Background: an optimization exercise with open tools, aiming at small area and a short achievable clock period. Do not read the settings as production practice. Only simulation tests tie the RTL to the original design; equivalence was not proved. Power is estimated from default activity; no workload was simulated.

## fp_multiplier
module fp_multiplier(input [31:0] a, input [31:0] b, output [31:0] out, input clk,
	input rst, input in_valid, output out_valid);
make LEC_CHECK=0 CAP_MARGIN=20 CORE_MARGIN=2 CORE_UTILIZATION=40 CTS_BUF_LIST=sky130_fd_sc_hd__clkbuf_8 CTS_CLUSTER_DIAMETER=100 CTS_CLUSTER_SIZE=16 SETUP_SLACK_MARGIN=0.15 SLEW_MARGIN=20 SYNTH_HIERARCHICAL=1 finish   # period 2.5 ns
run.sh (not shown) runs the stock make flow with config.mk's settings and CLKGATE_MAP_FILE= SYNTH_SCRIPT=/design/flow/synth_recipe.tcl, a recipe that flattens the netlist after the stock synthesis.
Next try:
--- a/flow/config.mk
+++ b/flow/config.mk
@@ -12,5 +12,4 @@
 export CTS_CLUSTER_DIAMETER = 100
 export CTS_CLUSTER_SIZE = 16
-export SETUP_SLACK_MARGIN = 0.15
 export SLEW_MARGIN = 20
 export SYNTH_HIERARCHICAL = 1
Now the flow produced a layout that fails on setup timing.
Sequential share of layout area increases by 0.90 points.
Setup slack degrades by 190 ps.
Cell area decreases by a few percent.
Via count decreases slightly.
Area after synthesis does not change.
Power decreases by a few percent.
Combinational power decreases by a few percent.
Global-route usage hardly moves.
Cell count decreases slightly.
Clock power decreases slightly.

* * *

Another version of the RTL of fp_multiplier (not shown whole).
For scale: roughly 360 flip-flops, ~100 I/O pins, about 22000 µm² of cells after synthesis.
clock: 2.5 ns
lec_check: 0
cap_margin: 20
core_margin: 2
core_utilization: 40
cts_buf_list: sky130_fd_sc_hd__clkbuf_8
cts_cluster_diameter: 100
cts_cluster_size: 16
setup_slack_margin: 0.4
slew_margin: 20
synth_hierarchical: 1
The starting point passed the timing, DRC and antenna checks.
Next try:
Settings changed: GPL_TIMING_DRIVEN set to 0, SETUP_SLACK_MARGIN 0.4 to unset.
Outcome: This time the run produced a layout that fails on setup timing. Via count drops by a few percent. Global-route usage climbs by 3.6 points. Total power drops by a few percent. Core utilization drops by 5.4 points. Die area does not change. Synthesized cell count stays the same. Final area drops by roughly a tenth.
Next try:
Settings changed: GPL_TIMING_DRIVEN 0 to unset, SETUP_SLACK_MARGIN set to 0.2.
Effect: Now the flow passed the timing, DRC and antenna checks. Total power goes down by 1.0%. Clock skew goes down by 0.0055 ns. Die area is unchanged. Via count goes down by 1.6%. Routed wire length decreases by 21%. Worst setup slack improved by 0.16 ns. Cell count went down by 0.83%. Combinational power is about the same. Global-route usage shrinks by 5.9 points. Count of clock-buffer cells in the layout goes up by 1. Area after synthesis does not change.
Next try:
Settings changed: CTS_BUF_LIST sky130_fd_sc_hd__clkbuf_8 to sky130_fd_sc_hd__clkbuf_4 sky130_fd_sc_hd__clkbuf_8, SETUP_SLACK_MARGIN 0.2 to unset.
Outcome:
- The new run completed with no timing, DRC or antenna violations
- fmax shrinks by 2.5%
- hold slack is worse by 0.023 ns
- global-route usage shrinks by 0.19 points
- combinational power shrinks by about 6%

* * *

the reference run:
Starting RTL as in the previous note.
make LEC_CHECK=0 CAP_MARGIN=20 CORE_MARGIN=2 CORE_UTILIZATION=40 CTS_BUF_LIST=sky130_fd_sc_hd__clkbuf_8 CTS_CLUSTER_DIAMETER=100 CTS_CLUSTER_SIZE=16 SETUP_SLACK_MARGIN=0.05 SLEW_MARGIN=20 SYNTH_HIERARCHICAL=1 finish   # period 2.5 ns
## Diff of input files: the trial run against the reference run
- SETUP_SLACK_MARGIN removed (was 0.05)
Findings:
Against the reference run as the reference, the trial run delivers a lower placed instance area.
Of the trial run and the reference run, it is the trial run that has the lower layout overhead on the synthesized area.
The trial run vs. the reference run: worst slack on hold paths went up by 0.043 ns.

* * *

== run 1 ==
Another version of the RTL of fp_multiplier (not shown whole).
Size: ~2100 cells after synthesis, roughly 360 flip-flops, ~100 I/O pins.
Settings: LEC_CHECK=0, CAP_MARGIN=20, CORE_MARGIN=2, CORE_UTILIZATION=40, CTS_BUF_LIST=sky130_fd_sc_hd__clkbuf_8, CTS_CLUSTER_DIAMETER=100, CTS_CLUSTER_SIZE=16, SLEW_MARGIN=20; clock period 2.5 ns.
Run 1 ended with every stage complete and zero timing, DRC or antenna violations.
The following lists how run 2 was set up differently from run 1:
- changing CORE_UTILIZATION from 40 to 60
- setting PLACE_DENSITY to 0.75 for the first time
Results
- Final worst-path setup slack in run 2 vs run 1: down 7.0 ps
- Diff run 1 -> run 2 | share of the clock period used by the worst path after layout | increase of 0.28 points
- Critical path depth was higher in the run labelled run 1.
- On total power of the final layout, run 2 does worse than run 1.
- There was hardly any difference in fmax between run 2 and run 1.
- Between run 2 and run 1, cell area is lower for run 2, run 1 comes in above that.
- Higher met2 routing resource usage after global routing among run 2 and run 1: run 2
- Run 2 vs run 1 on combinational fraction of design power: run 2 is the higher one.
- Top metal layer carrying routed signals = met4: run 2; top metal layer carrying routed signals = met5: run 1
The inputs of run 3 differ from those of run 2 as listed below.
- clearing PLACE_DENSITY, which used to be 0.75
- swapping 60 for 40 in CORE_UTILIZATION
- putting ABC_CLOCK_PERIOD_IN_PS at 3500 where nothing was set
## What came out
- Run 3 finished every stage and its layout cleared the timing, DRC and antenna checks.
- [run 3] post-detailed-routing wire length rose about 0.8% relative to run 2
- In run 3, the global-route track usage on met1 came out 13 points below the value in run 2.
- Run 3: met2 capacity usage during global routing lower than run 2
- Against run 2, run 3 reports a overall die width that is higher.
- After synthesis and placement, the instance count of run 3 is above that of run 2.
- Final worst setup slack delta for run 3 relative to run 2: 7.0 ps higher
- Number of DRC markers after the initial detailed-route iteration: lower on run 3
Input changes introduced in run 4 (baseline for comparison: run 3):
- GPL_TIMING_DRIVEN: unset -> 0
- ABC_CLOCK_PERIOD_IN_PS: 3500 -> unset
- Run 3 reached the end of the flow, and the finished layout is clean on the timing, DRC and antenna checks.
- [run 4] flow finished | final checks: failed | reasons: negative setup slack
- Delta (run 4 minus run 3): total placed cells including tap cells rose 19; number of top-level design ports about even; routed length on met1 rose 11 mm.
- Run 4 has final total power above what run 3 had.

[afterwards: timing with drivers on the ports]
No port has a modelled driver above. Below, the same layouts with a new extraction and two added sets of constraints.
Step 1 (the two cells are an assumption about what drives the block):
set clk [get_ports {clk}]
set_driving_cell -lib_cell sky130_fd_sc_hd__clkbuf_16 $clk
set_driving_cell -lib_cell sky130_fd_sc_hd__buf_2 [delete_from_list [all_inputs] $clk]
Step 2, shift: input delay + t, output delay - t, t = (earliest + latest rising clock arrival at the registers) / 2. This alone moves slack from input paths to output paths.
a / b / c = ideal / step 1 / step 2; a / b = the first two.
| run | t, ns | setup slack, ns | hold slack, ns | latest minus earliest clock arrival (ns) | worst data-port slew with drivers (ns) |
|---|---|---|---|---|---|
| the first run of note 1 | 0.708 | 0.127 / 0.127 / -0.455 | 0.105 / 0.074 / 0.331 | 0.025 / 0.026 | 0.06 |
| the second run of note 1 | 0.692 | -0.067 / -0.121 / -0.519 | 0.088 / 0.056 / 0.321 | 0.026 / 0.026 | 0.05 |
| the first run of note 2 | 0.665 | 0.036 / -0.019 / -0.245 | 0.047 / 0.020 / 0.320 | 0.019 / 0.019 | 0.06 |
| the second run of note 2 | 0.692 | -0.039 / -0.039 / -0.554 | 0.060 / 0.022 / 0.329 | 0.020 / 0.020 | 0.04 |
| the third run of note 2 | 0.662 | 0.119 / 0.078 / -0.398 | 0.105 / 0.091 / 0.321 | 0.018 / 0.018 | 0.05 |
| the fourth run of note 2 | 0.677 | 0.058 / 0.029 / -0.548 | 0.082 / 0.052 / 0.325 | 0.040 / 0.040 | 0.04 |
| the reference run | 0.680 | 0.056 / 0.056 / -0.567 | 0.040 / 0.008 / 0.334 | 0.044 / 0.045 | 0.05 |
| the trial run | 0.677 | 0.058 / 0.029 / -0.548 | 0.082 / 0.052 / 0.325 | 0.040 / 0.040 | 0.04 |
| run 1 | 0.704 | 0.053 / 0.042 / -0.587 | 0.179 / 0.148 / 0.319 | 0.053 / 0.053 | 0.06 |
| run 2 | 0.673 | 0.046 / 0.046 / -0.563 | 0.258 / 0.226 / 0.330 | 0.018 / 0.017 | 0.06 |
| run 3 | 0.704 | 0.053 / 0.042 / -0.587 | 0.179 / 0.148 / 0.319 | 0.053 / 0.053 | 0.06 |
| run 4 | 0.695 | -0.051 / -0.058 / -0.583 | 0.082 / 0.045 / 0.327 | 0.046 / 0.046 | 0.06 |
Met with ideal ports but missed after step 2: setup timing in 9 of these runs.
